Background: an optimization exercise with open tools, aiming at small area, a short achievable clock period and few clock cycles. Do not read the settings as production practice. Function was checked by simulation only, so behaviour that the tests miss may differ from the original.

==> flow/standard.sh <==
#!/bin/bash
# synth_recipe.tcl (not shown) runs the flow's synth.tcl, then flattens the netlist and writes it again
# the make line also repeats each setting of config.mk as NAME=value (left out here)
make -C /OpenROAD-flow-scripts/flow DESIGN_CONFIG=/design/flow/config.mk WORK_HOME=/design/flow/orfs CLKGATE_MAP_FILE= SYNTH_SCRIPT=/design/flow/synth_recipe.tcl "${@:-finish}"
==> flow/design.v <==
`timescale 1ns / 1ps
module div_algo(
   q,
   rn1,
   rn0,
   r1,
   r0,
   b);
output q;      
output rn1;    
output rn0;    
input  r1;
input  r0;
input  b;
assign q   = ~(r1 | (r0 & b));
assign rn1 = ~(b ? r1 : r0);
assign rn0 = ~(b ? ~(r1 | r0) : r1);
endmodule
module div_algo_n(
   q,
   rn1,
   rn0,
   r1,
   r0,
   b);
output q;      
output rn1;    
output rn0;    
input  r1;     
input  r0;     
input  b;      
assign q   = ~(r1 & (r0 | b));
assign rn1 = b ? ~r0 : ~r1;
assign rn0 = b ? ~r1 : (r1 & r0);
endmodule
module div_half(
   q,
   rn1,
   rn0,
   r0,
   b);
output q;      
output rn1;    
output rn0;    
input  r0;
input  b;
assign q   = ~(r0 & b);
assign rn1 = ~(r0 & ~b);
assign rn0 = ~(~r0 & b);
endmodule
module div_half_n(
   q,
   rn1,
   rn0,
   r0,
   b);
output q;      
output rn1;    
output rn0;    
input  r0;     
input  b;      
assign q   = ~(r0 | b);
assign rn1 = ~r0 & b;
assign rn0 = r0 & ~b;
endmodule
`timescale 1ns / 1ps
module base2_to_base3(
	base3_no,
	done,
	base2_no,
	en,
	rst,
	clk);
parameter width = 16;
output	[2*width - 1 : 0]	base3_no;
output				done;
input	[width - 1 : 0]		base2_no;
input				en;
input				rst;
input				clk;
reg  [18:0] cut_r;
reg  done_r;
wire c0_14_q, c0_14_r1, c0_14_r0;
div_half c0_14 (.q(c0_14_q), .rn1(c0_14_r1), .rn0(c0_14_r0), .r0(base2_no[15]), .b(base2_no[14]));
wire c0_13_q, c0_13_r1, c0_13_r0;
div_algo_n c0_13 (.q(c0_13_q), .rn1(c0_13_r1), .rn0(c0_13_r0), .r1(c0_14_r1), .r0(c0_14_r0), .b(~base2_no[13]));
wire c0_12_q, c0_12_r1, c0_12_r0;
div_algo c0_12 (.q(c0_12_q), .rn1(c0_12_r1), .rn0(c0_12_r0), .r1(c0_13_r1), .r0(c0_13_r0), .b(base2_no[12]));
wire c0_11_q, c0_11_r1, c0_11_r0;
div_algo_n c0_11 (.q(c0_11_q), .rn1(c0_11_r1), .rn0(c0_11_r0), .r1(c0_12_r1), .r0(c0_12_r0), .b(~base2_no[11]));
wire c0_10_q, c0_10_r1, c0_10_r0;
div_algo c0_10 (.q(c0_10_q), .rn1(c0_10_r1), .rn0(c0_10_r0), .r1(c0_11_r1), .r0(c0_11_r0), .b(base2_no[10]));
wire c0_9_q, c0_9_r1, c0_9_r0;
div_algo_n c0_9 (.q(c0_9_q), .rn1(c0_9_r1), .rn0(c0_9_r0), .r1(c0_10_r1), .r0(c0_10_r0), .b(~base2_no[9]));
wire c0_8_q, c0_8_r1, c0_8_r0;
div_algo c0_8 (.q(c0_8_q), .rn1(c0_8_r1), .rn0(c0_8_r0), .r1(c0_9_r1), .r0(c0_9_r0), .b(base2_no[8]));
wire c0_7_q, c0_7_r1, c0_7_r0;
div_algo_n c0_7 (.q(c0_7_q), .rn1(c0_7_r1), .rn0(c0_7_r0), .r1(c0_8_r1), .r0(c0_8_r0), .b(~base2_no[7]));
wire c0_6_q, c0_6_r1, c0_6_r0;
div_algo c0_6 (.q(c0_6_q), .rn1(c0_6_r1), .rn0(c0_6_r0), .r1(c0_7_r1), .r0(c0_7_r0), .b(base2_no[6]));
wire c0_5_q, c0_5_r1, c0_5_r0;
div_algo_n c0_5 (.q(c0_5_q), .rn1(c0_5_r1), .rn0(c0_5_r0), .r1(c0_6_r1), .r0(c0_6_r0), .b(~base2_no[5]));
wire c0_4_q, c0_4_r1, c0_4_r0;
div_algo c0_4 (.q(c0_4_q), .rn1(c0_4_r1), .rn0(c0_4_r0), .r1(c0_5_r1), .r0(c0_5_r0), .b(base2_no[4]));
wire c0_3_q, c0_3_r1, c0_3_r0;
div_algo_n c0_3 (.q(c0_3_q), .rn1(c0_3_r1), .rn0(c0_3_r0), .r1(c0_4_r1), .r0(c0_4_r0), .b(~base2_no[3]));
wire c0_2_q, c0_2_r1, c0_2_r0;
div_algo c0_2 (.q(c0_2_q), .rn1(c0_2_r1), .rn0(c0_2_r0), .r1(c0_3_r1), .r0(c0_3_r0), .b(base2_no[2]));
wire c0_1_q, c0_1_r1, c0_1_r0;
div_algo_n c0_1 (.q(c0_1_q), .rn1(c0_1_r1), .rn0(c0_1_r0), .r1(cut_r[0]), .r0(cut_r[1]), .b(~cut_r[2]));
wire c0_0_q, c0_0_r1, c0_0_r0;
div_algo c0_0 (.q(c0_0_q), .rn1(c0_0_r1), .rn0(c0_0_r0), .r1(c0_1_r1), .r0(c0_1_r0), .b(cut_r[3]));
wire c1_13_q, c1_13_r1, c1_13_r0;
div_half c1_13 (.q(c1_13_q), .rn1(c1_13_r1), .rn0(c1_13_r0), .r0(~c0_14_q), .b(c0_13_q));
wire c1_12_q, c1_12_r1, c1_12_r0;
div_algo_n c1_12 (.q(c1_12_q), .rn1(c1_12_r1), .rn0(c1_12_r0), .r1(c1_13_r1), .r0(c1_13_r0), .b(c0_12_q));
wire c1_11_q, c1_11_r1, c1_11_r0;
div_algo c1_11 (.q(c1_11_q), .rn1(c1_11_r1), .rn0(c1_11_r0), .r1(c1_12_r1), .r0(c1_12_r0), .b(c0_11_q));
wire c1_10_q, c1_10_r1, c1_10_r0;
div_algo_n c1_10 (.q(c1_10_q), .rn1(c1_10_r1), .rn0(c1_10_r0), .r1(c1_11_r1), .r0(c1_11_r0), .b(c0_10_q));
wire c1_9_q, c1_9_r1, c1_9_r0;
div_algo c1_9 (.q(c1_9_q), .rn1(c1_9_r1), .rn0(c1_9_r0), .r1(c1_10_r1), .r0(c1_10_r0), .b(c0_9_q));
wire c1_8_q, c1_8_r1, c1_8_r0;
div_algo_n c1_8 (.q(c1_8_q), .rn1(c1_8_r1), .rn0(c1_8_r0), .r1(c1_9_r1), .r0(c1_9_r0), .b(c0_8_q));
wire c1_7_q, c1_7_r1, c1_7_r0;
div_algo c1_7 (.q(c1_7_q), .rn1(c1_7_r1), .rn0(c1_7_r0), .r1(c1_8_r1), .r0(c1_8_r0), .b(c0_7_q));
wire c1_6_q, c1_6_r1, c1_6_r0;
div_algo_n c1_6 (.q(c1_6_q), .rn1(c1_6_r1), .rn0(c1_6_r0), .r1(c1_7_r1), .r0(c1_7_r0), .b(c0_6_q));
wire c1_5_q, c1_5_r1, c1_5_r0;
div_algo c1_5 (.q(c1_5_q), .rn1(c1_5_r1), .rn0(c1_5_r0), .r1(c1_6_r1), .r0(c1_6_r0), .b(c0_5_q));
wire c1_4_q, c1_4_r1, c1_4_r0;
div_algo_n c1_4 (.q(c1_4_q), .rn1(c1_4_r1), .rn0(c1_4_r0), .r1(c1_5_r1), .r0(c1_5_r0), .b(c0_4_q));
wire c1_3_q, c1_3_r1, c1_3_r0;
div_algo c1_3 (.q(c1_3_q), .rn1(c1_3_r1), .rn0(c1_3_r0), .r1(c1_4_r1), .r0(c1_4_r0), .b(c0_3_q));
wire c1_2_q, c1_2_r1, c1_2_r0;
div_algo_n c1_2 (.q(c1_2_q), .rn1(c1_2_r1), .rn0(c1_2_r0), .r1(cut_r[4]), .r0(cut_r[5]), .b(cut_r[6]));
wire c1_1_q, c1_1_r1, c1_1_r0;
div_algo c1_1 (.q(c1_1_q), .rn1(c1_1_r1), .rn0(c1_1_r0), .r1(c1_2_r1), .r0(c1_2_r0), .b(c0_1_q));
wire c1_0_q, c1_0_r1, c1_0_r0;
div_algo_n c1_0 (.q(c1_0_q), .rn1(c1_0_r1), .rn0(c1_0_r0), .r1(c1_1_r1), .r0(c1_1_r0), .b(c0_0_q));
wire c2_11_q, c2_11_r1, c2_11_r0;
div_half_n c2_11 (.q(c2_11_q), .rn1(c2_11_r1), .rn0(c2_11_r0), .r0(~c1_12_q), .b(c1_11_q));
wire c2_10_q, c2_10_r1, c2_10_r0;
div_algo c2_10 (.q(c2_10_q), .rn1(c2_10_r1), .rn0(c2_10_r0), .r1(c2_11_r1), .r0(c2_11_r0), .b(c1_10_q));
wire c2_9_q, c2_9_r1, c2_9_r0;
div_algo_n c2_9 (.q(c2_9_q), .rn1(c2_9_r1), .rn0(c2_9_r0), .r1(c2_10_r1), .r0(c2_10_r0), .b(c1_9_q));
wire c2_8_q, c2_8_r1, c2_8_r0;
div_algo c2_8 (.q(c2_8_q), .rn1(c2_8_r1), .rn0(c2_8_r0), .r1(c2_9_r1), .r0(c2_9_r0), .b(c1_8_q));
wire c2_7_q, c2_7_r1, c2_7_r0;
div_algo_n c2_7 (.q(c2_7_q), .rn1(c2_7_r1), .rn0(c2_7_r0), .r1(c2_8_r1), .r0(c2_8_r0), .b(c1_7_q));
wire c2_6_q, c2_6_r1, c2_6_r0;
div_algo c2_6 (.q(c2_6_q), .rn1(c2_6_r1), .rn0(c2_6_r0), .r1(c2_7_r1), .r0(c2_7_r0), .b(c1_6_q));
wire c2_5_q, c2_5_r1, c2_5_r0;
div_algo_n c2_5 (.q(c2_5_q), .rn1(c2_5_r1), .rn0(c2_5_r0), .r1(c2_6_r1), .r0(c2_6_r0), .b(c1_5_q));
wire c2_4_q, c2_4_r1, c2_4_r0;
div_algo c2_4 (.q(c2_4_q), .rn1(c2_4_r1), .rn0(c2_4_r0), .r1(c2_5_r1), .r0(c2_5_r0), .b(c1_4_q));
wire c2_3_q, c2_3_r1, c2_3_r0;
div_algo_n c2_3 (.q(c2_3_q), .rn1(c2_3_r1), .rn0(c2_3_r0), .r1(cut_r[7]), .r0(cut_r[8]), .b(cut_r[9]));
wire c2_2_q, c2_2_r1, c2_2_r0;
div_algo c2_2 (.q(c2_2_q), .rn1(c2_2_r1), .rn0(c2_2_r0), .r1(c2_3_r1), .r0(c2_3_r0), .b(c1_2_q));
wire c2_1_q, c2_1_r1, c2_1_r0;
div_algo_n c2_1 (.q(c2_1_q), .rn1(c2_1_r1), .rn0(c2_1_r0), .r1(c2_2_r1), .r0(c2_2_r0), .b(c1_1_q));
wire c2_0_q, c2_0_r1, c2_0_r0;
div_algo c2_0 (.q(c2_0_q), .rn1(c2_0_r1), .rn0(c2_0_r0), .r1(c2_1_r1), .r0(c2_1_r0), .b(c1_0_q));
wire c3_10_q, c3_10_r1, c3_10_r0;
div_half_n c3_10 (.q(c3_10_q), .rn1(c3_10_r1), .rn0(c3_10_r0), .r0(~c2_11_q), .b(c2_10_q));
wire c3_9_q, c3_9_r1, c3_9_r0;
div_algo c3_9 (.q(c3_9_q), .rn1(c3_9_r1), .rn0(c3_9_r0), .r1(c3_10_r1), .r0(c3_10_r0), .b(c2_9_q));
wire c3_8_q, c3_8_r1, c3_8_r0;
div_algo_n c3_8 (.q(c3_8_q), .rn1(c3_8_r1), .rn0(c3_8_r0), .r1(c3_9_r1), .r0(c3_9_r0), .b(c2_8_q));
wire c3_7_q, c3_7_r1, c3_7_r0;
div_algo c3_7 (.q(c3_7_q), .rn1(c3_7_r1), .rn0(c3_7_r0), .r1(c3_8_r1), .r0(c3_8_r0), .b(c2_7_q));
wire c3_6_q, c3_6_r1, c3_6_r0;
div_algo_n c3_6 (.q(c3_6_q), .rn1(c3_6_r1), .rn0(c3_6_r0), .r1(c3_7_r1), .r0(c3_7_r0), .b(c2_6_q));
wire c3_5_q, c3_5_r1, c3_5_r0;
div_algo c3_5 (.q(c3_5_q), .rn1(c3_5_r1), .rn0(c3_5_r0), .r1(c3_6_r1), .r0(c3_6_r0), .b(c2_5_q));
wire c3_4_q, c3_4_r1, c3_4_r0;
div_algo_n c3_4 (.q(c3_4_q), .rn1(c3_4_r1), .rn0(c3_4_r0), .r1(cut_r[10]), .r0(cut_r[11]), .b(cut_r[12]));
wire c3_3_q, c3_3_r1, c3_3_r0;
div_algo c3_3 (.q(c3_3_q), .rn1(c3_3_r1), .rn0(c3_3_r0), .r1(c3_4_r1), .r0(c3_4_r0), .b(c2_3_q));
wire c3_2_q, c3_2_r1, c3_2_r0;
div_algo_n c3_2 (.q(c3_2_q), .rn1(c3_2_r1), .rn0(c3_2_r0), .r1(c3_3_r1), .r0(c3_3_r0), .b(c2_2_q));
wire c3_1_q, c3_1_r1, c3_1_r0;
div_algo c3_1 (.q(c3_1_q), .rn1(c3_1_r1), .rn0(c3_1_r0), .r1(c3_2_r1), .r0(c3_2_r0), .b(c2_1_q));
wire c3_0_q, c3_0_r1, c3_0_r0;
div_algo_n c3_0 (.q(c3_0_q), .rn1(c3_0_r1), .rn0(c3_0_r0), .r1(c3_1_r1), .r0(c3_1_r0), .b(c2_0_q));
wire c4_8_q, c4_8_r1, c4_8_r0;
div_half c4_8 (.q(c4_8_q), .rn1(c4_8_r1), .rn0(c4_8_r0), .r0(~c3_9_q), .b(c3_8_q));
wire c4_7_q, c4_7_r1, c4_7_r0;
div_algo_n c4_7 (.q(c4_7_q), .rn1(c4_7_r1), .rn0(c4_7_r0), .r1(c4_8_r1), .r0(c4_8_r0), .b(c3_7_q));
wire c4_6_q, c4_6_r1, c4_6_r0;
div_algo c4_6 (.q(c4_6_q), .rn1(c4_6_r1), .rn0(c4_6_r0), .r1(c4_7_r1), .r0(c4_7_r0), .b(c3_6_q));
wire c4_5_q, c4_5_r1, c4_5_r0;
div_algo_n c4_5 (.q(c4_5_q), .rn1(c4_5_r1), .rn0(c4_5_r0), .r1(cut_r[13]), .r0(cut_r[14]), .b(cut_r[15]));
wire c4_4_q, c4_4_r1, c4_4_r0;
div_algo c4_4 (.q(c4_4_q), .rn1(c4_4_r1), .rn0(c4_4_r0), .r1(c4_5_r1), .r0(c4_5_r0), .b(c3_4_q));
wire c4_3_q, c4_3_r1, c4_3_r0;
div_algo_n c4_3 (.q(c4_3_q), .rn1(c4_3_r1), .rn0(c4_3_r0), .r1(c4_4_r1), .r0(c4_4_r0), .b(c3_3_q));
wire c4_2_q, c4_2_r1, c4_2_r0;
div_algo c4_2 (.q(c4_2_q), .rn1(c4_2_r1), .rn0(c4_2_r0), .r1(c4_3_r1), .r0(c4_3_r0), .b(c3_2_q));
wire c4_1_q, c4_1_r1, c4_1_r0;
div_algo_n c4_1 (.q(c4_1_q), .rn1(c4_1_r1), .rn0(c4_1_r0), .r1(c4_2_r1), .r0(c4_2_r0), .b(c3_1_q));
wire c4_0_q, c4_0_r1, c4_0_r0;
div_algo c4_0 (.q(c4_0_q), .rn1(c4_0_r1), .rn0(c4_0_r0), .r1(c4_1_r1), .r0(c4_1_r0), .b(c3_0_q));
wire c5_7_q, c5_7_r1, c5_7_r0;
div_half c5_7 (.q(c5_7_q), .rn1(c5_7_r1), .rn0(c5_7_r0), .r0(~c4_8_q), .b(c4_7_q));
wire c5_6_q, c5_6_r1, c5_6_r0;
div_algo_n c5_6 (.q(c5_6_q), .rn1(c5_6_r1), .rn0(c5_6_r0), .r1(cut_r[16]), .r0(cut_r[17]), .b(cut_r[18]));
wire c5_5_q, c5_5_r1, c5_5_r0;
div_algo c5_5 (.q(c5_5_q), .rn1(c5_5_r1), .rn0(c5_5_r0), .r1(c5_6_r1), .r0(c5_6_r0), .b(c4_5_q));
wire c5_4_q, c5_4_r1, c5_4_r0;
div_algo_n c5_4 (.q(c5_4_q), .rn1(c5_4_r1), .rn0(c5_4_r0), .r1(c5_5_r1), .r0(c5_5_r0), .b(c4_4_q));
wire c5_3_q, c5_3_r1, c5_3_r0;
div_algo c5_3 (.q(c5_3_q), .rn1(c5_3_r1), .rn0(c5_3_r0), .r1(c5_4_r1), .r0(c5_4_r0), .b(c4_3_q));
wire c5_2_q, c5_2_r1, c5_2_r0;
div_algo_n c5_2 (.q(c5_2_q), .rn1(c5_2_r1), .rn0(c5_2_r0), .r1(c5_3_r1), .r0(c5_3_r0), .b(c4_2_q));
wire c5_1_q, c5_1_r1, c5_1_r0;
div_algo c5_1 (.q(c5_1_q), .rn1(c5_1_r1), .rn0(c5_1_r0), .r1(c5_2_r1), .r0(c5_2_r0), .b(c4_1_q));
wire c5_0_q, c5_0_r1, c5_0_r0;
div_algo_n c5_0 (.q(c5_0_q), .rn1(c5_0_r1), .rn0(c5_0_r0), .r1(c5_1_r1), .r0(c5_1_r0), .b(c4_0_q));
wire c6_5_q, c6_5_r1, c6_5_r0;
div_half_n c6_5 (.q(c6_5_q), .rn1(c6_5_r1), .rn0(c6_5_r0), .r0(~c5_6_q), .b(c5_5_q));
wire c6_4_q, c6_4_r1, c6_4_r0;
div_algo c6_4 (.q(c6_4_q), .rn1(c6_4_r1), .rn0(c6_4_r0), .r1(c6_5_r1), .r0(c6_5_r0), .b(c5_4_q));
wire c6_3_q, c6_3_r1, c6_3_r0;
div_algo_n c6_3 (.q(c6_3_q), .rn1(c6_3_r1), .rn0(c6_3_r0), .r1(c6_4_r1), .r0(c6_4_r0), .b(c5_3_q));
wire c6_2_q, c6_2_r1, c6_2_r0;
div_algo c6_2 (.q(c6_2_q), .rn1(c6_2_r1), .rn0(c6_2_r0), .r1(c6_3_r1), .r0(c6_3_r0), .b(c5_2_q));
wire c6_1_q, c6_1_r1, c6_1_r0;
div_algo_n c6_1 (.q(c6_1_q), .rn1(c6_1_r1), .rn0(c6_1_r0), .r1(c6_2_r1), .r0(c6_2_r0), .b(c5_1_q));
wire c6_0_q, c6_0_r1, c6_0_r0;
div_algo c6_0 (.q(c6_0_q), .rn1(c6_0_r1), .rn0(c6_0_r0), .r1(c6_1_r1), .r0(c6_1_r0), .b(c5_0_q));
wire c7_3_q, c7_3_r1, c7_3_r0;
div_half c7_3 (.q(c7_3_q), .rn1(c7_3_r1), .rn0(c7_3_r0), .r0(~c6_4_q), .b(c6_3_q));
wire c7_2_q, c7_2_r1, c7_2_r0;
div_algo_n c7_2 (.q(c7_2_q), .rn1(c7_2_r1), .rn0(c7_2_r0), .r1(c7_3_r1), .r0(c7_3_r0), .b(c6_2_q));
wire c7_1_q, c7_1_r1, c7_1_r0;
div_algo c7_1 (.q(c7_1_q), .rn1(c7_1_r1), .rn0(c7_1_r0), .r1(c7_2_r1), .r0(c7_2_r0), .b(c6_1_q));
wire c7_0_q, c7_0_r1, c7_0_r0;
div_algo_n c7_0 (.q(c7_0_q), .rn1(c7_0_r1), .rn0(c7_0_r0), .r1(c7_1_r1), .r0(c7_1_r0), .b(c6_0_q));
wire c8_2_q, c8_2_r1, c8_2_r0;
div_half c8_2 (.q(c8_2_q), .rn1(c8_2_r1), .rn0(c8_2_r0), .r0(~c7_3_q), .b(c7_2_q));
wire c8_1_q, c8_1_r1, c8_1_r0;
div_algo_n c8_1 (.q(c8_1_q), .rn1(c8_1_r1), .rn0(c8_1_r0), .r1(c8_2_r1), .r0(c8_2_r0), .b(c7_1_q));
wire c8_0_q, c8_0_r1, c8_0_r0;
div_algo c8_0 (.q(c8_0_q), .rn1(c8_0_r1), .rn0(c8_0_r0), .r1(c8_1_r1), .r0(c8_1_r0), .b(c7_0_q));
wire c9_0_q, c9_0_r1, c9_0_r0;
div_half_n c9_0 (.q(c9_0_q), .rn1(c9_0_r1), .rn0(c9_0_r0), .r0(~c8_1_q), .b(c8_0_q));
always @(posedge clk) begin
	cut_r <= {c4_6_q, c5_7_r0, c5_7_r1, c3_5_q, c4_6_r0, c4_6_r1, c2_4_q, c3_5_r0, c3_5_r1, c1_3_q, c2_4_r0, c2_4_r1, c0_2_q, c1_3_r0, c1_3_r1, base2_no[0], base2_no[1], c0_2_r0, c0_2_r1};
	if (rst)
		done_r <= 1'b0;
	else
		done_r <= en;
end
assign done = done_r;
assign base3_no = {10'd0, c9_0_q, {c9_0_r1, c9_0_r0}, {~c8_0_r1, ~c8_0_r0}, {c7_0_r1, c7_0_r0}, {~c6_0_r1, ~c6_0_r0}, {c5_0_r1, c5_0_r0}, {~c4_0_r1, ~c4_0_r0}, {c3_0_r1, c3_0_r0}, {~c2_0_r1, ~c2_0_r0}, {c1_0_r1, c1_0_r0}, {~c0_0_r1, ~c0_0_r0}};
endmodule
==> flow/config.mk <==
export PLATFORM = sky130hd
export DESIGN_NAME = base2_to_base3
export DESIGN_NICKNAME = base2_to_base3
export VERILOG_FILES = /design/flow/design.v
export SDC_FILE = /design/flow/constraint.sdc
export NUM_CORES = 4
export LEC_CHECK = 0
export CAP_MARGIN = 20
export CORE_MARGIN = 2
export CORE_UTILIZATION = 40
export SLEW_MARGIN = 20
export SYNTH_HIERARCHICAL = 1
export SYNTH_MINIMUM_KEEP_SIZE = 0
==> flow/constraint.sdc <==
create_clock -name core_clock -period 19.0 [get_ports {clk}]
set_input_delay 3.8000 -clock core_clock [delete_from_list [all_inputs] [get_ports {clk}]]
set_output_delay 3.8000 -clock core_clock [all_outputs]
set_load 0.01 [all_outputs]
==> flow/flow/run.sh <==
#!/bin/bash
# Own layout flow: the standard flow (standard synthesis unchanged), with
# the port buffers made of small, fast buffers instead of the default delay
# buffers.
set -euo pipefail
bash standard.sh BUFFER_PORTS_ARGS="-buffer_cell sky130_fd_sc_hd__buf_1" finish > standard_flow.log 2>&1
==> results of run 1 <==
-- routing by layer --
layer / global-route usage (%) / routed length, µm
met5: 0 / 0
met4: 2.99 / 48
met3: 1.74 / 141
met2: 20.6 / 2120
met1: 12.2 / 2010
-- critical path, stage by stage (launching register included) --
cell	delay (ps)
dfxtp_1	310
inv_1	60
o21ai_0	380
a21oi_1	210
o21ai_0	430
a21oi_1	210
o21ai_0	420
a21oi_1	210
o21ai_0	440
mux2i_1	350
o21ai_0	270
a21oi_1	270
and2b_2	170
buf_1	140
-- flip-flops by register name, indices dropped and copies added (netlist names) --
signal / count
cut_r: 19
done_r: 1
-- through the flow --
step / setup slack [ps] / cell area [µm²]
final: 11060 / 3140
after global routing: 10540 / 3140
after CTS: 11010 / 3140
after detailed placement: 11270 / 3080
after global placement: 11430 / 3080
after floorplan: 11830 / 2970
-- area by class of cell --
cell class | count | area (µm²) | area share [%]
multi-input combinational | 329 | 2310 | 73.6
timing repair buffer | 40 | 150 | 4.79
clock buffer | 4 | 55.1 | 1.76
inverter | 26 | 97.6 | 3.11
sequential | 20 | 400 | 12.8
tap | 99 | 124 | 3.95
-- worst max-delay path by stage --
stage                           from           endpoint  depth (start not counted)
floorplan           cut_r[2]$_DFF_P_       base3_no[19]                         13
global placement    cut_r[2]$_DFF_P_       base3_no[19]                         13
detailed placement      base2_no[14]  cut_r[14]$_DFF_P_                         20
CTS                 cut_r[2]$_DFF_P_       base3_no[19]                         13
global route        cut_r[9]$_DFF_P_       base3_no[19]                         13
finish              cut_r[2]$_DFF_P_       base3_no[19]                         13
==> results.ini, run 1 <==
[worst_setup_path]
crit_type=register to primary output
arrival_ps=4140
cp_max_fo=4
cp.required_ps=15200
cp-start-kind=register
endpoint_kind=primary output

[flow_run]
drv_cap=0

[detailed_routing]
wirelength_um=4320
vias_per_cell=4.82
drt_iter0_drc=59
num_vias=2495
drcViolationCount=0
drt_first_pass_iters=4
wire_per_inst_um=8.34
antenna_left=0

[layout]
final_util_pct=43.7
fill_cells=771
instances_no_fill=518
layout-drive-gt1-share_pct=2.15
insertedDiodeCount=0
layout_commonest_cell=mux2i_1
synthToLayoutAreaGrowth_pct=6.86
layout_common_cells=mux2i_1, nand2_1, buf_1
layout.nets=439

[timing]
setup_viol=0
slew_headroom_pct=65.3
slew_viol_final=0
fin_crit_sh_pct=41.8
worstMarginPinSlew_ps=515
setup_tns_ps=0
fmaxAchievable_mhz=126
timing.hold.ws_ps=3640
rsz0062_at_grt=false
hold_viol=0
post-route-min-period_ps=7940

[clock_network]
cts.sinks=20
cts_resized=0
htreeDepth=1
post_cts_buffers=0
ctsHoldBuffers=0
cts-buffers-inserted=3
root_buffer=clkbuf_8
cts.path.max_buffers=2
clk_pin_slew_ps=70
cts_tree=yes

[floorplan]
start_util_pct=40.9
die_area_mm2=0.00804
rows=31
fp.coreArea_mm2=0.00718
pin_count=52
die_x_um=89.7
die_y_um=89.7

[status]
status=no timing/DRC/antenna violations

[global_routing]
grtUsageTotal_pct=10.8
antenna_found_initial=0
grt_remaining_overflow=0
grt_pass1_vias=2018
grt_max_degree=12
grt_pass1_wl_um=7330

[synth]
syn-instance-count=387
synth_area_mm2=0.00294
avgSynthCellArea_um2=7.58
synth_warnings=7

[min_path]
whs_path_depth=1
hp-class=input pin to register
min_from=base2_no[0]
min_to=cut_r[3]$_DFF_P_

[placed_design]
dpl.cell_count=514
gp_congestion=0.674
dp_hpwl_um=3770
place.port_buffers=40

Testbench counts, summed over its fixed seeds: cycles 3,200.
==> run 2, diff against run 1 <==
--- a/flow/flow/run.sh
+++ b/flow/flow/run.sh
@@ -5,2 +5,2 @@
 set -euo pipefail
-bash standard.sh BUFFER_PORTS_ARGS="-buffer_cell sky130_fd_sc_hd__buf_1" finish > standard_flow.log 2>&1
+bash standard.sh BUFFER_PORTS_ARGS="-buffer_cell sky130_fd_sc_hd__buf_1" SETUP_SLACK_MARGIN=11.8 finish > standard_flow.log 2>&1
==> run 2 against run 1 <==
Net effect: setup slack lost 50 ps; critical endpoint is now cut_r[11]$_DFF_P_; critical path type is now input pin to register; synthesized area stayed put.
==> results.ini, run 2 <==
[clock_network]
ctsHoldBuffers=0  ; unchanged
root_buffer=clkbuf_8  ; unchanged
cts-buffers-inserted=3  ; unchanged
cts_tree=yes  ; unchanged
htreeDepth=1  ; unchanged
clk_pin_slew_ps=80  ; was 70 ps
cts.sinks=20  ; unchanged
cts.path.max_buffers=2  ; unchanged

[floorplan]
die_y_um=89.7  ; unchanged
die_x_um=89.7  ; unchanged
fp.coreArea_mm2=0.00718  ; unchanged
pin_count=52  ; unchanged
rows=31  ; unchanged
die_area_mm2=0.00804  ; unchanged
start_util_pct=40.9  ; unchanged

[layout]
regMostFlops=cut_r  ; unchanged
layout-drive-gt1-share_pct=50.2  ; was 2.15%
layout_common_cells=buf_4, mux2i_1, mux2i_4  ; was mux2i_1, nand2_1, buf_1
layout_commonest_cell=buf_4  ; was mux2i_1
reg.largest.list=cut_r (19), done_r (1)  ; unchanged
final_util_pct=68.7  ; was 43.7%
final_area_mm2=0.00493  ; was 0.00314 mm²
largest_register_ffs=19  ; unchanged
synthToLayoutAreaGrowth_pct=67.9  ; was 6.86%
insertedDiodeCount=0  ; unchanged
layout.nets=520  ; was 439

[detailed_routing]
drcViolationCount=0  ; unchanged
num_vias=3346  ; was 2,495
drt_first_pass_iters=5  ; was 4
vias_per_cell=5.59  ; was 4.82
wl_met3_um=407  ; was 141 µm
antenna_left=0  ; unchanged
wirelength_um=10100  ; was 4320 µm
wire_per_inst_um=16.9  ; was 8.34 µm
drt_iter0_drc=144  ; was 59
met1_length_um=3760  ; was 2010 µm
route.met2.wl_um=5540  ; was 2120 µm
top_layer=met4  ; unchanged

[worst_setup_path]
cp-start-kind=input pin  ; was register
cp_max_fo=4  ; unchanged
endpoint_kind=register  ; was primary output
cp.required_ps=19180  ; was 15,200 ps
arrival_ps=8170  ; was 4140 ps
crit_type=input pin to register  ; was register to primary output

[global_routing]
grt_pass1_wl_um=12200  ; was 7330 µm
grtUsageTotal_pct=18.9  ; was 10.8%
grt_max_degree=12  ; unchanged
antenna_found_initial=0  ; unchanged
grt_pass1_vias=2862  ; was 2,018
grt_remaining_overflow=0  ; unchanged

[timing]
slew_headroom_pct=67.6  ; was 65.3%
hold_viol=0  ; unchanged
setup_viol=0  ; unchanged
post-route-min-period_ps=7990  ; was 7940 ps
worstMarginPinSlew_ps=473  ; was 515 ps
fmaxAchievable_mhz=125  ; was 126 MHz
slew_viol_final=0  ; unchanged
timing.final.ws_setup_ps=11010  ; was 11,060 ps
fin_crit_sh_pct=42.0  ; was 41.8%
setup_tns_ps=0  ; unchanged
rsz0062_at_grt=true  ; was false

[placed_design]
place.port_buffers=40  ; unchanged
placed_area_mm2=0.00308  ; unchanged
gp_congestion=0.674  ; unchanged
dp_slack_ps=11270  ; unchanged
dp_hpwl_um=3770  ; unchanged

[status]
status=no timing/DRC/antenna violations  ; unchanged

[min_path]
hp-class=input pin to register  ; unchanged

[flow_run]
drv_cap=0  ; unchanged

[synth]
syn-instance-count=387  ; unchanged
avgSynthCellArea_um2=7.58  ; unchanged
synth_warnings=7  ; unchanged
synth_area_mm2=0.00294  ; unchanged

==> run 2: cell types whose count changed in the layout (fill, tap and decap cells not counted), sizes merged <==
| cell | before | now |
|---|---|---|
| buf | 40 | 120 |
| clkbuf | 4 | 5 |
==> run 2: cell type report <==
type,instances,area (µm²)
clock buffer,4,55.1
fill,476,2250
inverter,26,97.6
multi-input combinational,329,3400
sequential,20,418
tap,99,124
timing repair buffer,121,837
==> run 2: through the flow <==
step / cells / hold WS [ps]
2_1_floorplan: 397 / 3830
3_3_place_gp: 514 / 3900
3_5_place_dp: 514 / 3900
4_1_cts: 574 / 3630
5_1_grt: 599 / 3620
6_report: 599 / 3620
==> run 2: worst max-delay path, stage by stage <==
cell      delay [ps]
buf_6            100
nand2b_4         170
nand2_4           90
mux2i_4           70
buf_4            150
mux2i_4          250
nand2_2          100
mux2i_2          250
buf_4            170
a21oi_4           90
o21ai_2          240
mux2i_2          360
buf_4            170
mux2i_2           90
a21oi_1          390
mux2i_1          450
nor2_1            70
mux2i_1          360
nand2_1          170
mux2i_1          320
nor2_1            90
mux2i_1          190
==> run 2: what timing repair did <==
action / in CTS / in global routing
setup buffers: 56 / 25
setup endpoints to repair: 24 / 27
pin swaps: 19 / 27
gates resized for setup: 187 / 95
==> run 2: metal layers <==
layer | track usage (%) | vias to the layer above
li1 | - | 1570
met1 | 18.8 | 1598
met2 | 39.0 | 132
met3 | 2.29 | 46
met4 | 6.65 | 0
met5 | 0 | -
==> run 2: path summary, 6_finish.rpt <==
kind,end,depth (start not counted),slack [ps],from
max,cut_r[11]$_DFF_P_,22,11010,base2_no[14]
min,cut_r[3]$_DFF_P_,1,3620,base2_no[0]
==> run 3, diff against run 2 <==
==> flow/run.sh (new file) <==
#!/bin/bash
# synth_recipe.tcl (not shown) runs the flow's synth.tcl, then flattens the netlist and writes it again
# the make line also repeats each setting of config.mk as NAME=value (left out here)
make -C /OpenROAD-flow-scripts/flow DESIGN_CONFIG=/design/flow/config.mk WORK_HOME=/design/flow/orfs CLKGATE_MAP_FILE= SYNTH_SCRIPT=/design/flow/synth_recipe.tcl finish
removed: flow/flow/run.sh
removed: flow/standard.sh
==> run 3 against run 2 <==
Net effect: critical path type is now register to primary output; fmax is 4.3% lower; clock-buffer cell count stayed put; core utilization is 21 points lower; first-iteration DRC count is 51% lower; flip-flop and latch count stayed put; die area stayed put; worst hold slack better by 370 ps; non-clock buffer count is 81 lower.
==> results.ini, run 3 <==
[clock_network]
cts_tree=yes  ; unchanged
post_cts_buffers=0  ; was 56
htreeDepth=1  ; unchanged
cts.path.max_buffers=2  ; unchanged
cts.sinks=20  ; unchanged
root_buffer=clkbuf_8  ; unchanged
ctsHoldBuffers=0  ; unchanged
clk_pin_slew_ps=70  ; was 80 ps
cts_resized=0  ; was 187
cts-buffers-inserted=3  ; unchanged

[detailed_routing]
drt_first_pass_iters=4  ; was 5
wirelength_um=4310  ; was 10,100 µm
drt_iter0_drc=70  ; was 144
num_vias=2448  ; was 3,346
antenna_left=0  ; unchanged
drcViolationCount=0  ; unchanged
vias_per_cell=4.73  ; was 5.59
wire_per_inst_um=8.31  ; was 16.9 µm

[worst_setup_path]
cp-start-kind=register  ; was input pin
cp_max_fo=4  ; unchanged
cp_common_cell=o21ai_0  ; was mux2i_1
slowest_stage=clkdlybuf4s50_1  ; was mux2i_1
slowest_delay_ps=530  ; was 450 ps
crit_family=compound AO/OA/AOI/OAI gates  ; was multiplexers
cp.required_ps=15200  ; was 19,180 ps
arrival_ps=4550  ; was 8170 ps
crit_buf_inv=2  ; was 4
endpoint_kind=primary output  ; was register
crit_type=register to primary output  ; was input pin to register
crit_chain=inv_1 -> o21ai_0 -> a21oi_1 -> o21ai_0 -> a21oi_1 -> o21ai_0 -> a21oi_1 -> o21ai_0 -> mux2i_1 -> o21ai_0 -> a21oi_1 -> and2b_2 -> clkdlybuf4s50_1  ; was buf_6 -> nand2b_4 -> nand2_4 -> mux2i_4 -> buf_4 -> mux2i_4 -> nand2_2 -> mux2i_2 -> buf_4 -> a21oi_4 -> o21ai_2 -> mux2i_2 -> buf_4 -> mux2i_2 -> a21oi_1 -> mux2i_1 -> nor2_1 -> mux2i_1 -> nand2_1 -> mux2i_1 -> nor2_1 -> mux2i_1

[timing]
slew_viol_final=0  ; unchanged
post-route-min-period_ps=8350  ; was 7990 ps
rsz0062_at_grt=false  ; was true
setup_tns_ps=0  ; unchanged
setup_viol=0  ; unchanged
fin_crit_sh_pct=43.9  ; was 42.0%
hold_viol=0  ; unchanged
slew_headroom_pct=66.8  ; was 67.6%
timing.hold.ws_ps=3990  ; was 3620 ps
worstMarginPinSlew_ps=493  ; was 473 ps
fmaxAchievable_mhz=120  ; was 125 MHz

[floorplan]
die_x_um=89.7  ; unchanged
rows=31  ; unchanged
die_area_mm2=0.00804  ; unchanged
start_util_pct=40.9  ; unchanged
die_y_um=89.7  ; unchanged
pin_count=52  ; unchanged
fp.coreArea_mm2=0.00718  ; unchanged

[layout]
insertedDiodeCount=0  ; unchanged
largest_register_ffs=19  ; unchanged
regMostFlops=cut_r  ; unchanged
layout.nets=439  ; was 520
reg.largest.list=cut_r (19), done_r (1)  ; unchanged
final_area_mm2=0.00339  ; was 0.00493 mm²
layout_common_cells=mux2i_1, nand2_1, clkdlybuf4s50_1  ; was buf_4, mux2i_1, mux2i_4
layout_commonest_cell=mux2i_1  ; was buf_4
layout-drive-gt1-share_pct=2.15  ; was 50.2%
synthToLayoutAreaGrowth_pct=15.4  ; was 67.9%

[flow_run]
drv_cap=0  ; unchanged

[placed_design]
placed_area_mm2=0.00333  ; was 0.00308 mm²
gp_congestion=0.691  ; was 0.674
place.port_buffers=40  ; unchanged
dp_hpwl_um=3780  ; was 3770 µm

[global_routing]
grt_remaining_overflow=0  ; unchanged
grtUsageTotal_pct=10.7  ; was 18.9%
grt_pass1_wl_um=7310  ; was 12,200 µm
grt_max_degree=12  ; unchanged
antenna_found_initial=0  ; unchanged
grt_pass1_vias=1909  ; was 2,862

[status]
status=no timing/DRC/antenna violations  ; unchanged

[min_path]
hp-class=input pin to register  ; unchanged

[synth]
syn-instance-count=387  ; unchanged
avgSynthCellArea_um2=7.58  ; unchanged
synth_area_mm2=0.00294  ; unchanged
synth_warnings=7  ; unchanged

[run 3: through the flow]
| stage | worst slack [ps] | util (%) | instances |
|---|---|---|---|
| floorplan | 11830 | - | 397 |
| finish | 10650 | 47.2 | 518 |
| global placement | 11060 | 46.4 | 514 |
| CTS | 10590 | 47.2 | 518 |
| detailed placement | 10890 | 46.4 | 514 |
| global route | 10140 | 47.2 | 518 |
[run 3: final cells by class]
class                      count  area, µm²
tap                           99        124
timing repair buffer          40        400
sequential                    20        400
inverter                      26       97.6
fill                         706       3790
multi-input combinational    329       2310
clock buffer                   4       55.1
[run 3: worst paths after layout]
path / cells past startpoint / endpoint / from / slack (ps)
worst max-delay path: 13 / base3_no[19] / cut_r[2]$_DFF_P_ / 10650
worst min-delay path: 1 / cut_r[3]$_DFF_P_ / base2_no[0] / 3990
[run 3: per-layer routing]
metal | vias up | GRT usage [%] | wire length [µm]
met5 | - | 0 | 0
met1 | 1026 | 13.3 | 2120
met4 | 0 | 1.22 | 15
met2 | 31 | 19.8 | 2030
met3 | 2 | 1.65 | 134
li1 | 1389 | - | -
==> run 4, diff against run 3 <==
--- a/flow/design.v
+++ b/flow/design.v
@@ -109,5 +109,5 @@
 wire c0_1_q, c0_1_r1, c0_1_r0;
-div_algo_n c0_1 (.q(c0_1_q), .rn1(c0_1_r1), .rn0(c0_1_r0), .r1(cut_r[0]), .r0(cut_r[1]), .b(~cut_r[2]));
+div_algo_n c0_1 (.q(c0_1_q), .rn1(c0_1_r1), .rn0(c0_1_r0), .r1(c0_2_r1), .r0(c0_2_r0), .b(~base2_no[1]));
 wire c0_0_q, c0_0_r1, c0_0_r0;
-div_algo c0_0 (.q(c0_0_q), .rn1(c0_0_r1), .rn0(c0_0_r0), .r1(c0_1_r1), .r0(c0_1_r0), .b(cut_r[3]));
+div_algo c0_0 (.q(c0_0_q), .rn1(c0_0_r1), .rn0(c0_0_r0), .r1(cut_r[0]), .r0(cut_r[1]), .b(cut_r[2]));
 wire c1_13_q, c1_13_r1, c1_13_r0;
@@ -135,5 +135,5 @@
 wire c1_2_q, c1_2_r1, c1_2_r0;
-div_algo_n c1_2 (.q(c1_2_q), .rn1(c1_2_r1), .rn0(c1_2_r0), .r1(cut_r[4]), .r0(cut_r[5]), .b(cut_r[6]));
+div_algo_n c1_2 (.q(c1_2_q), .rn1(c1_2_r1), .rn0(c1_2_r0), .r1(c1_3_r1), .r0(c1_3_r0), .b(c0_2_q));
 wire c1_1_q, c1_1_r1, c1_1_r0;
-div_algo c1_1 (.q(c1_1_q), .rn1(c1_1_r1), .rn0(c1_1_r0), .r1(c1_2_r1), .r0(c1_2_r0), .b(c0_1_q));
+div_algo c1_1 (.q(c1_1_q), .rn1(c1_1_r1), .rn0(c1_1_r0), .r1(cut_r[3]), .r0(cut_r[4]), .b(cut_r[5]));
 wire c1_0_q, c1_0_r1, c1_0_r0;
@@ -157,5 +157,5 @@
 wire c2_3_q, c2_3_r1, c2_3_r0;
-div_algo_n c2_3 (.q(c2_3_q), .rn1(c2_3_r1), .rn0(c2_3_r0), .r1(cut_r[7]), .r0(cut_r[8]), .b(cut_r[9]));
+div_algo_n c2_3 (.q(c2_3_q), .rn1(c2_3_r1), .rn0(c2_3_r0), .r1(c2_4_r1), .r0(c2_4_r0), .b(c1_3_q));
 wire c2_2_q, c2_2_r1, c2_2_r0;
-div_algo c2_2 (.q(c2_2_q), .rn1(c2_2_r1), .rn0(c2_2_r0), .r1(c2_3_r1), .r0(c2_3_r0), .b(c1_2_q));
+div_algo c2_2 (.q(c2_2_q), .rn1(c2_2_r1), .rn0(c2_2_r0), .r1(cut_r[6]), .r0(cut_r[7]), .b(cut_r[8]));
 wire c2_1_q, c2_1_r1, c2_1_r0;
@@ -177,5 +177,5 @@
 wire c3_4_q, c3_4_r1, c3_4_r0;
-div_algo_n c3_4 (.q(c3_4_q), .rn1(c3_4_r1), .rn0(c3_4_r0), .r1(cut_r[10]), .r0(cut_r[11]), .b(cut_r[12]));
+div_algo_n c3_4 (.q(c3_4_q), .rn1(c3_4_r1), .rn0(c3_4_r0), .r1(c3_5_r1), .r0(c3_5_r0), .b(c2_4_q));
 wire c3_3_q, c3_3_r1, c3_3_r0;
-div_algo c3_3 (.q(c3_3_q), .rn1(c3_3_r1), .rn0(c3_3_r0), .r1(c3_4_r1), .r0(c3_4_r0), .b(c2_3_q));
+div_algo c3_3 (.q(c3_3_q), .rn1(c3_3_r1), .rn0(c3_3_r0), .r1(cut_r[9]), .r0(cut_r[10]), .b(cut_r[11]));
 wire c3_2_q, c3_2_r1, c3_2_r0;
@@ -193,5 +193,5 @@
 wire c4_5_q, c4_5_r1, c4_5_r0;
-div_algo_n c4_5 (.q(c4_5_q), .rn1(c4_5_r1), .rn0(c4_5_r0), .r1(cut_r[13]), .r0(cut_r[14]), .b(cut_r[15]));
+div_algo_n c4_5 (.q(c4_5_q), .rn1(c4_5_r1), .rn0(c4_5_r0), .r1(c4_6_r1), .r0(c4_6_r0), .b(c3_5_q));
 wire c4_4_q, c4_4_r1, c4_4_r0;
-div_algo c4_4 (.q(c4_4_q), .rn1(c4_4_r1), .rn0(c4_4_r0), .r1(c4_5_r1), .r0(c4_5_r0), .b(c3_4_q));
+div_algo c4_4 (.q(c4_4_q), .rn1(c4_4_r1), .rn0(c4_4_r0), .r1(cut_r[12]), .r0(cut_r[13]), .b(cut_r[14]));
 wire c4_3_q, c4_3_r1, c4_3_r0;
@@ -207,5 +207,5 @@
 wire c5_6_q, c5_6_r1, c5_6_r0;
-div_algo_n c5_6 (.q(c5_6_q), .rn1(c5_6_r1), .rn0(c5_6_r0), .r1(cut_r[16]), .r0(cut_r[17]), .b(cut_r[18]));
+div_algo_n c5_6 (.q(c5_6_q), .rn1(c5_6_r1), .rn0(c5_6_r0), .r1(c5_7_r1), .r0(c5_7_r0), .b(c4_6_q));
 wire c5_5_q, c5_5_r1, c5_5_r0;
-div_algo c5_5 (.q(c5_5_q), .rn1(c5_5_r1), .rn0(c5_5_r0), .r1(c5_6_r1), .r0(c5_6_r0), .b(c4_5_q));
+div_algo c5_5 (.q(c5_5_q), .rn1(c5_5_r1), .rn0(c5_5_r0), .r1(cut_r[15]), .r0(cut_r[16]), .b(cut_r[17]));
 wire c5_4_q, c5_4_r1, c5_4_r0;
@@ -221,3 +221,3 @@
 wire c6_5_q, c6_5_r1, c6_5_r0;
-div_half_n c6_5 (.q(c6_5_q), .rn1(c6_5_r1), .rn0(c6_5_r0), .r0(~c5_6_q), .b(c5_5_q));
+div_half_n c6_5 (.q(c6_5_q), .rn1(c6_5_r1), .rn0(c6_5_r0), .r0(~cut_r[18]), .b(c5_5_q));
 wire c6_4_q, c6_4_r1, c6_4_r0;
@@ -249,3 +249,3 @@
 always @(posedge clk) begin
-	cut_r <= {c4_6_q, c5_7_r0, c5_7_r1, c3_5_q, c4_6_r0, c4_6_r1, c2_4_q, c3_5_r0, c3_5_r1, c1_3_q, c2_4_r0, c2_4_r1, c0_2_q, c1_3_r0, c1_3_r1, base2_no[0], base2_no[1], c0_2_r0, c0_2_r1};
+	cut_r <= {c5_6_q, c4_5_q, c5_6_r0, c5_6_r1, c3_4_q, c4_5_r0, c4_5_r1, c2_3_q, c3_4_r0, c3_4_r1, c1_2_q, c2_3_r0, c2_3_r1, c0_1_q, c1_2_r0, c1_2_r1, base2_no[0], c0_1_r0, c0_1_r1};
 	if (rst)
==> flow/flow/run.sh (new file) <==
#!/bin/bash
# Own layout flow: the standard flow (standard synthesis unchanged), with
# the port buffers made of small, fast buffers instead of the default delay
# buffers.
set -euo pipefail
bash standard.sh BUFFER_PORTS_ARGS="-buffer_cell sky130_fd_sc_hd__buf_1" finish > standard_flow.log 2>&1
==> flow/standard.sh (new file) <==
#!/bin/bash
# synth_recipe.tcl (not shown) runs the flow's synth.tcl, then flattens the netlist and writes it again
# the make line also repeats each setting of config.mk as NAME=value (left out here)
make -C /OpenROAD-flow-scripts/flow DESIGN_CONFIG=/design/flow/config.mk WORK_HOME=/design/flow/orfs CLKGATE_MAP_FILE= SYNTH_SCRIPT=/design/flow/synth_recipe.tcl "${@:-finish}"
--- a/flow/config.mk
+++ b/flow/config.mk
@@ -10,2 +10,3 @@
 export CORE_UTILIZATION = 40
+export CTS_BUF_LIST = sky130_fd_sc_hd__clkbuf_2 sky130_fd_sc_hd__clkbuf_4
 export SLEW_MARGIN = 20
removed: flow/run.sh
==> run 4 against run 3 <==
Net effect: wire length shrank 1.1%; final area shrank 8.2%; critical path type is now input pin to register; fmax grew 8.5%; still clean; critical path depth grew 5.
==> results.ini, run 4 <==
[status]
status=no timing/DRC/antenna violations  ; unchanged

[worst_setup_path]
cp-start-kind=input pin  ; was register
startpoint=base2_no[15]  ; was cut_r[2]$_DFF_P_
endpoint_kind=register  ; was primary output
cp.required_ps=19230  ; was 15,200 ps
arrival_ps=7920  ; was 4550 ps
cp_max_fo=4  ; unchanged
crit_type=input pin to register  ; was register to primary output
critPathCapture=cut_r[15]$_DFF_P_  ; was base3_no[19]

[synth]
syn-instance-count=387  ; unchanged
synth_area_mm2=0.00294  ; unchanged
synth_warnings=7  ; unchanged
avgSynthCellArea_um2=7.58  ; unchanged

[detailed_routing]
drt_iter0_drc=52  ; was 70
wire_per_inst_um=8.22  ; was 8.31 µm
num_vias=2462  ; was 2,448
drcViolationCount=0  ; unchanged
wirelength_um=4260  ; was 4310 µm
drt_first_pass_iters=4  ; unchanged
antenna_left=0  ; unchanged
vias_per_cell=4.75  ; was 4.73

[layout]
layout.nets=439  ; unchanged
regMostFlops=cut_r  ; unchanged
reg.largest.list=cut_r (19), done_r (1)  ; unchanged
insertedDiodeCount=0  ; unchanged
fill_cells=773  ; was 706
layout_common_cells=mux2i_1, nand2_1, buf_1  ; was mux2i_1, nand2_1, clkdlybuf4s50_1
instances_no_fill=518  ; unchanged
layout_commonest_cell=mux2i_1  ; unchanged
layout-drive-gt1-share_pct=1.91  ; was 2.15%
synthToLayoutAreaGrowth_pct=5.88  ; was 15.4%
largest_register_ffs=19  ; unchanged

[clock_network]
cts_tree=yes  ; unchanged
cts_resized=0  ; unchanged
htreeDepth=1  ; unchanged
cts.sinks=20  ; unchanged
root_buffer=clkbuf_4  ; was clkbuf_8
cts.path.max_buffers=2  ; unchanged
post_cts_buffers=0  ; unchanged
cts-buffers-inserted=3  ; unchanged
ctsHoldBuffers=0  ; unchanged
clk_pin_slew_ps=110  ; was 70 ps

[timing]
slew_headroom_pct=66.2  ; was 66.8%
worstMarginPinSlew_ps=501  ; was 493 ps
post-route-min-period_ps=7690  ; was 8350 ps
timing.final.ws_setup_ps=11310  ; was 10,650 ps
fin_crit_sh_pct=40.5  ; was 43.9%
slew_viol_final=0  ; unchanged
hold_viol=0  ; unchanged
rsz0062_at_grt=false  ; unchanged
setup_viol=0  ; unchanged
fmaxAchievable_mhz=130  ; was 120 MHz
setup_tns_ps=0  ; unchanged

[flow_run]
drv_cap=0  ; unchanged

[floorplan]
pin_count=52  ; unchanged
die_y_um=89.7  ; unchanged
die_x_um=89.7  ; unchanged
rows=31  ; unchanged
fp.coreArea_mm2=0.00718  ; unchanged
start_util_pct=40.9  ; unchanged
die_area_mm2=0.00804  ; unchanged

[placed_design]
place.port_buffers=40  ; unchanged
dpl.cell_count=514  ; unchanged
gp_congestion=0.661  ; was 0.691
dp_hpwl_um=3700  ; was 3780 µm
dp_slack_ps=10960  ; was 10,890 ps

[min_path]
hp-class=input pin to register  ; unchanged

[global_routing]
grt_pass1_vias=2001  ; was 1,909
grt_remaining_overflow=0  ; unchanged
grt_max_degree=12  ; unchanged
grt_pass1_wl_um=7490  ; was 7310 µm
antenna_found_initial=0  ; unchanged
grtUsageTotal_pct=10.9  ; was 10.7%

run 4: worst min-delay path by stage:
stage | startpoint | to | cells past startpoint
global route | base2_no[0] | cut_r[2]$_DFF_P_ | 1
floorplan | base2_no[0] | cut_r[2]$_DFF_P_ | 0
detailed placement | base2_no[0] | cut_r[2]$_DFF_P_ | 1
global placement | base2_no[0] | cut_r[2]$_DFF_P_ | 1
finish | base2_no[0] | cut_r[2]$_DFF_P_ | 1
CTS | base2_no[0] | cut_r[2]$_DFF_P_ | 1
run 4: layout make-up:
cell class	count	area [µm²]	share of cell area (%)
clock inverters	1	3.75	0.121
well taps	99	124	3.99
inverters	26	97.6	3.14
clock buffers	3	22.5	0.725
flip-flops and latches	20	400	12.9
repair buffers	40	150	4.83
multi-input cells	329	2310	74.3
run 4: per-layer routing:
metal | routed length (µm) | up-vias | GRT usage, %
li1 | - | 1393 | -
met1 | 2140 | 1040 | 13.0
met2 | 2000 | 27 | 20.7
met3 | 106 | 2 | 1.65
met4 | 12 | 0 | 2.04
met5 | 0 | - | 0
run 4: critical path: stages:
cell	delay [ps]
buf_1	90
nand2b_1	170
mux2i_1	280
mux2i_1	160
o21ai_0	420
mux2i_1	350
nand2_1	80
mux2i_1	210
nor2_1	80
mux2i_1	230
nand2_1	80
mux2i_1	220
a21oi_1	170
o21ai_0	440
mux2i_1	350
o21ai_0	240
a21oi_1	330
mux2i_1	230
run 4: through the flow:
stage	instance area (µm²)	hold slack [ps]	utilization [%]
after floorplan	2970	3830	-
after global placement	3080	3900	42.9
after detailed placement	3080	3920	42.9
after CTS	3110	3610	43.3
after global routing	3110	3600	43.3
final	3110	3610	43.3
Testbench counts of run 4, summed over its fixed seeds: cycles 3,200.
==> run 5, diff against run 4 <==
--- a/flow/config.mk
+++ b/flow/config.mk
@@ -10,3 +10,2 @@
 export CORE_UTILIZATION = 40
-export CTS_BUF_LIST = sky130_fd_sc_hd__clkbuf_2 sky130_fd_sc_hd__clkbuf_4
 export SLEW_MARGIN = 20
==> run 5 against run 4 <==
Net effect: die area did not move; clock-buffer cell count rose by 1; final area rose by 0.93%; highest routed layer unchanged.
==> results.ini, run 5 <==
[min_path]
whs_path_depth=1  ; unchanged
hp-class=input pin to register  ; unchanged

[placed_design]
gp_congestion=0.661  ; unchanged
dp_hpwl_um=3700  ; unchanged
place.port_buffers=40  ; unchanged

[worst_setup_path]
cp.required_ps=19190  ; was 19,230 ps
endpoint_kind=register  ; unchanged
slowest_delay_ps=440  ; about the same
cp_max_fo=4  ; unchanged
crit_type=input pin to register  ; unchanged
crit_chain=buf_1 -> nand2b_1 -> mux2i_1 -> mux2i_1 -> o21ai_0 -> mux2i_1 -> nand2_1 -> mux2i_1 -> nor2_1 -> mux2i_1 -> nand2_1 -> mux2i_1 -> a21oi_1 -> o21ai_0 -> mux2i_1 -> o21ai_0 -> a21oi_1 -> mux2i_1  ; unchanged
crit_buf_inv=1  ; unchanged
critPathCapture=cut_r[15]$_DFF_P_  ; unchanged
crit_family=multiplexers  ; unchanged
slowest_stage=o21ai_0  ; unchanged
arrival_ps=7920  ; about the same
cp-start-kind=input pin  ; unchanged
cp_common_cell=mux2i_1  ; unchanged
cp.depth=18  ; unchanged
startpoint=base2_no[15]  ; unchanged

[timing]
timing.hold.ws_ps=3660  ; was 3610 ps
setup_tns_ps=0  ; unchanged
worstMarginPinSlew_ps=500  ; was 501 ps
fin_crit_sh_pct=40.7  ; was 40.5%
rsz0062_at_grt=false  ; unchanged
fmaxAchievable_mhz=129  ; was 130 MHz
slew_headroom_pct=66.3  ; was 66.2%
slew_viol_final=0  ; unchanged
setup_viol=0  ; unchanged
hold_viol=0  ; unchanged
post-route-min-period_ps=7740  ; was 7690 ps

[detailed_routing]
wirelength_um=4250  ; was 4260 µm
drcViolationCount=0  ; unchanged
num_vias=2457  ; was 2,462
drt_first_pass_iters=4  ; unchanged
antenna_left=0  ; unchanged
drt_iter0_drc=56  ; was 52
vias_per_cell=4.74  ; was 4.75
wire_per_inst_um=8.20  ; was 8.22 µm

[floorplan]
die_x_um=89.7  ; unchanged
pin_count=52  ; unchanged
die_area_mm2=0.00804  ; unchanged
rows=31  ; unchanged
die_y_um=89.7  ; unchanged
start_util_pct=40.9  ; unchanged
fp.coreArea_mm2=0.00718  ; unchanged

[layout]
layout-drive-gt1-share_pct=2.15  ; was 1.91%
reg.largest.list=cut_r (19), done_r (1)  ; unchanged
regMostFlops=cut_r  ; unchanged
insertedDiodeCount=0  ; unchanged
synthToLayoutAreaGrowth_pct=6.86  ; was 5.88%
layout_commonest_cell=mux2i_1  ; unchanged
layout_common_cells=mux2i_1, nand2_1, buf_1  ; unchanged
largest_register_ffs=19  ; unchanged
layout.nets=439  ; unchanged

[clock_network]
cts.sinks=20  ; unchanged
cts.path.max_buffers=2  ; unchanged
cts-buffers-inserted=3  ; unchanged
ctsHoldBuffers=0  ; unchanged
clk_pin_slew_ps=70  ; was 110 ps
root_buffer=clkbuf_8  ; was clkbuf_4
htreeDepth=1  ; unchanged
post_cts_buffers=0  ; unchanged
cts_resized=0  ; unchanged
cts_tree=yes  ; unchanged

[synth]
synth_area_mm2=0.00294  ; unchanged
synth_warnings=7  ; unchanged
avgSynthCellArea_um2=7.58  ; unchanged
syn-instance-count=387  ; unchanged

[global_routing]
grt_pass1_vias=2006  ; was 2,001
grt_remaining_overflow=0  ; unchanged
grt_pass1_wl_um=7430  ; was 7490 µm
grt_max_degree=12  ; unchanged
grtUsageTotal_pct=10.8  ; was 10.9%
antenna_found_initial=0  ; unchanged

[flow_run]
drv_cap=0  ; unchanged

[status]
status=no timing/DRC/antenna violations  ; unchanged

-- run 5: through the flow --
stage	cell area, µm²	setup slack [ps]	instances	utilization (%)
2_1_floorplan	2970	11600	397	-
3_3_place_gp	3080	11120	514	42.9
3_5_place_dp	3080	10960	514	42.9
4_1_cts	3140	11220	518	43.7
5_1_grt	3140	10480	518	43.7
6_report	3140	11260	518	43.7
-- run 5: how the worst min path moves through the flow --
stage / slack, ps / from / end
final: 3660 / base2_no[0] / cut_r[2]$_DFF_P_
after global routing: 3660 / base2_no[0] / cut_r[2]$_DFF_P_
after CTS: 3660 / base2_no[0] / cut_r[2]$_DFF_P_
after detailed placement: 3920 / base2_no[0] / cut_r[2]$_DFF_P_
after global placement: 3900 / base2_no[0] / cut_r[2]$_DFF_P_
after floorplan: 3830 / base2_no[0] / cut_r[2]$_DFF_P_
-- run 5: final cells by class --
class | count | area, µm²
sequential | 20 | 400
tap | 99 | 124
inverter | 26 | 97.6
fill | 771 | 4040
multi-input combinational | 329 | 2310
clock buffer | 4 | 55.1
timing repair buffer | 40 | 150
-- run 5: layer usage --
metal / vias up / global-route usage [%] / wire length, µm
met5: - / 0 / 0
met4: 0 / 2.04 / 14
met3: 2 / 1.37 / 116
met2: 27 / 20.3 / 1980
met1: 1036 / 13.1 / 2140
li1: 1392 / - / -
==> run 6, diff against run 5 <==
--- a/flow/config.mk
+++ b/flow/config.mk
@@ -9,3 +9,3 @@
 export CORE_MARGIN = 2
-export CORE_UTILIZATION = 40
+export CORE_UTILIZATION = 70
 export SLEW_MARGIN = 20
==> run 6 against run 5 <==
Net effect: first-iteration DRC count grew 39%; clock-buffer cell count stayed put; die area is 41% lower; worst hold slack improved by 1.1 ps; core utilization grew 33 points; flip-flop and latch count unchanged.
==> results.ini, run 6 <==
[global_routing]
grtUsageTotal_pct=20.0  ; was 10.8%
antenna_found_initial=0  ; unchanged
grt_max_degree=12  ; unchanged
grt_pass1_vias=2055  ; was 2,006
grt_remaining_overflow=0  ; unchanged
grt_pass1_wl_um=7560  ; was 7430 µm

[clock_network]
clk_pin_slew_ps=70  ; about the same
post_cts_buffers=0  ; unchanged
htreeDepth=1  ; unchanged
cts_tree=yes  ; unchanged
cts.path.max_buffers=2  ; unchanged
root_buffer=clkbuf_8  ; unchanged
cts_resized=0  ; unchanged
cts-buffers-inserted=3  ; unchanged
cts.sinks=20  ; unchanged
ctsHoldBuffers=0  ; unchanged

[min_path]
min_from=base2_no[0]  ; unchanged
hp-class=input pin to register  ; unchanged
whs_path_depth=1  ; unchanged

[layout]
layout.nets=439  ; unchanged
largest_register_ffs=19  ; unchanged
synthToLayoutAreaGrowth_pct=4.77  ; was 6.86%
instances_no_fill=469  ; was 518
layout_common_cells=mux2i_1, nand2_1, buf_1  ; unchanged
fill_cells=322  ; was 771
regMostFlops=cut_r  ; unchanged
reg.largest.list=cut_r (19), done_r (1)  ; unchanged
final_util_pct=76.3  ; was 43.7%
layout-drive-gt1-share_pct=2.15  ; unchanged
layout_commonest_cell=mux2i_1  ; unchanged
insertedDiodeCount=0  ; unchanged

[status]
status=no timing/DRC/antenna violations  ; unchanged

[worst_setup_path]
crit_type=input pin to register  ; unchanged
endpoint_kind=register  ; unchanged
startpoint=base2_no[15]  ; unchanged
slowest_delay_ps=410  ; was 440 ps
cp_max_fo=4  ; unchanged
cp-start-kind=input pin  ; unchanged
cp_common_cell=mux2i_1  ; unchanged
crit_chain=buf_1 -> nand2b_1 -> mux2i_1 -> mux2i_1 -> o21ai_0 -> mux2i_1 -> nand2_1 -> mux2i_1 -> nor2_1 -> mux2i_1 -> o21ai_0 -> a21oi_1 -> mux2i_1 -> mux2i_1 -> o21ai_0 -> mux2i_1 -> nand2_1 -> mux2i_1  ; was buf_1 -> nand2b_1 -> mux2i_1 -> mux2i_1 -> o21ai_0 -> mux2i_1 -> nand2_1 -> mux2i_1 -> nor2_1 -> mux2i_1 -> nand2_1 -> mux2i_1 -> a21oi_1 -> o21ai_0 -> mux2i_1 -> o21ai_0 -> a21oi_1 -> mux2i_1
cp.required_ps=19180  ; was 19,190 ps
arrival_ps=7950  ; was 7920 ps
slowest_stage=o21ai_0  ; unchanged

[floorplan]
start_util_pct=72.9  ; was 40.9%
pin_count=52  ; unchanged
die_area_mm2=0.00473  ; was 0.00804 mm²
fp.coreArea_mm2=0.00403  ; was 0.00718 mm²
die_x_um=68.8  ; was 89.7 µm
die_y_um=68.8  ; was 89.7 µm
rows=23  ; was 31

[detailed_routing]
drt_iter0_drc=78  ; was 56
wirelength_um=4710  ; was 4250 µm
vias_per_cell=5.45  ; was 4.74
antenna_left=0  ; unchanged
drt_first_pass_iters=4  ; unchanged
num_vias=2555  ; was 2,457
drcViolationCount=0  ; unchanged
wire_per_inst_um=10.0  ; was 8.20 µm

[timing]
worstMarginPinSlew_ps=571  ; was 500 ps
slew_viol_final=0  ; unchanged
setup_viol=0  ; unchanged
fin_crit_sh_pct=40.9  ; was 40.7%
rsz0062_at_grt=false  ; unchanged
fmaxAchievable_mhz=129  ; about the same
hold_viol=0  ; unchanged
slew_headroom_pct=61.5  ; was 66.3%
timing.final.ws_setup_ps=11230  ; was 11,260 ps
post-route-min-period_ps=7770  ; was 7740 ps
setup_tns_ps=0  ; unchanged

[synth]
synth_warnings=7  ; unchanged
avgSynthCellArea_um2=7.58  ; unchanged
syn-instance-count=387  ; unchanged
synth_area_mm2=0.00294  ; unchanged

[placed_design]
dpl.cell_count=465  ; was 514
dp_hpwl_um=3950  ; was 3700 µm
gp_congestion=0.729  ; was 0.661
dp_slack_ps=10950  ; was 10,960 ps
place.port_buffers=40  ; unchanged

[flow_run]
drv_cap=0  ; unchanged

-- run 6: cell counts in the layout (fill, tap and decap cells not counted) --
No cell type changed its count.
-- run 6: final cells by class --
class                      count  area (µm²)  area share (%)
multi-input combinational    329        2310            75.1
sequential                    20         400            13.0
timing repair buffer          40         150            4.88
inverter                      26        97.6            3.17
tap                           50        62.6            2.03
clock buffer                   4        55.1            1.79
-- run 6: per-layer routing --
layer | global-route usage [%] | wire length (µm) | part of all wire (%) | vias to the layer above
met3 | 2.44 | 143 | 3.0 | 4
met1 | 21.9 | 2180 | 46 | 1117
met5 | 0 | 0 | 0 | -
met4 | 3.68 | 30 | 0.64 | 0
li1 | - | - | - | 1392
met2 | 40.6 | 2360 | 50 | 42
-- run 6: worst paths after layout --
path and endpoint:
max cut_r[13]$_DFF_P_, min cut_r[2]$_DFF_P_
-- run 6: stage by stage --
| stage | area (µm²) | hold WS, ps |
|---|---|---|
| floorplan | 2970 | 3830 |
| global placement | 3020 | 3890 |
| detailed placement | 3020 | 3920 |
| CTS | 3080 | 3660 |
| global route | 3080 | 3650 |
| finish | 3080 | 3660 |
-- run 6: worst max-delay path, delay by kind of cell --
kind	cells	cell delay (ps)
mux	9	2270
compound gates	4	1390
simple gates	4	410
buf+inv	1	90

-- afterwards: timing with drivers on the ports --
How much do the figures lean on ideal ports? The routed layouts below were timed once more, with nothing changed but the port constraints. Step 1 sets driving cells, clkbuf_16 on the clock port and buf_2 on the other inputs (assumed; they add their load-dependent delay and slew). Step 2 times the ports against the registers' clock, not the clock port: input delays grow and output delays shrink by t, the midpoint of the rising clock arrivals with the driver on. Slacks: ideal ports / drivers / drivers and shift; pairs: ideal ports / drivers.
| run | t (ns) | slack for setup (ns) | hold slack, ns | pins driven straight from the clock port |
|---|---|---|---|---|
| run 1 | 0.278 | 11.063 / 11.035 / 11.313 | 3.636 / 3.635 / 3.912 | 1 |
| run 2 | 0.296 | 11.013 / 11.011 / 10.715 | 3.622 / 3.619 / 3.915 | 1 |
| run 3 | 0.278 | 10.655 / 10.628 / 10.906 | 3.987 / 3.993 / 4.271 | 1 |
| run 4 | 0.313 | 11.310 / 11.313 / 11.000 | 3.614 / 3.614 / 3.927 | 1 |
| run 5 | 0.276 | 11.261 / 11.266 / 10.990 | 3.657 / 3.654 / 3.930 | 1 |
| run 6 | 0.277 | 11.227 / 11.231 / 10.955 | 3.658 / 3.665 / 3.941 | 1 |
After both steps every run listed still meets setup and hold. For run 4, which loses most, drivers alone change the setup slack by +0.003 ns; drivers and shift together by -0.310 ns.
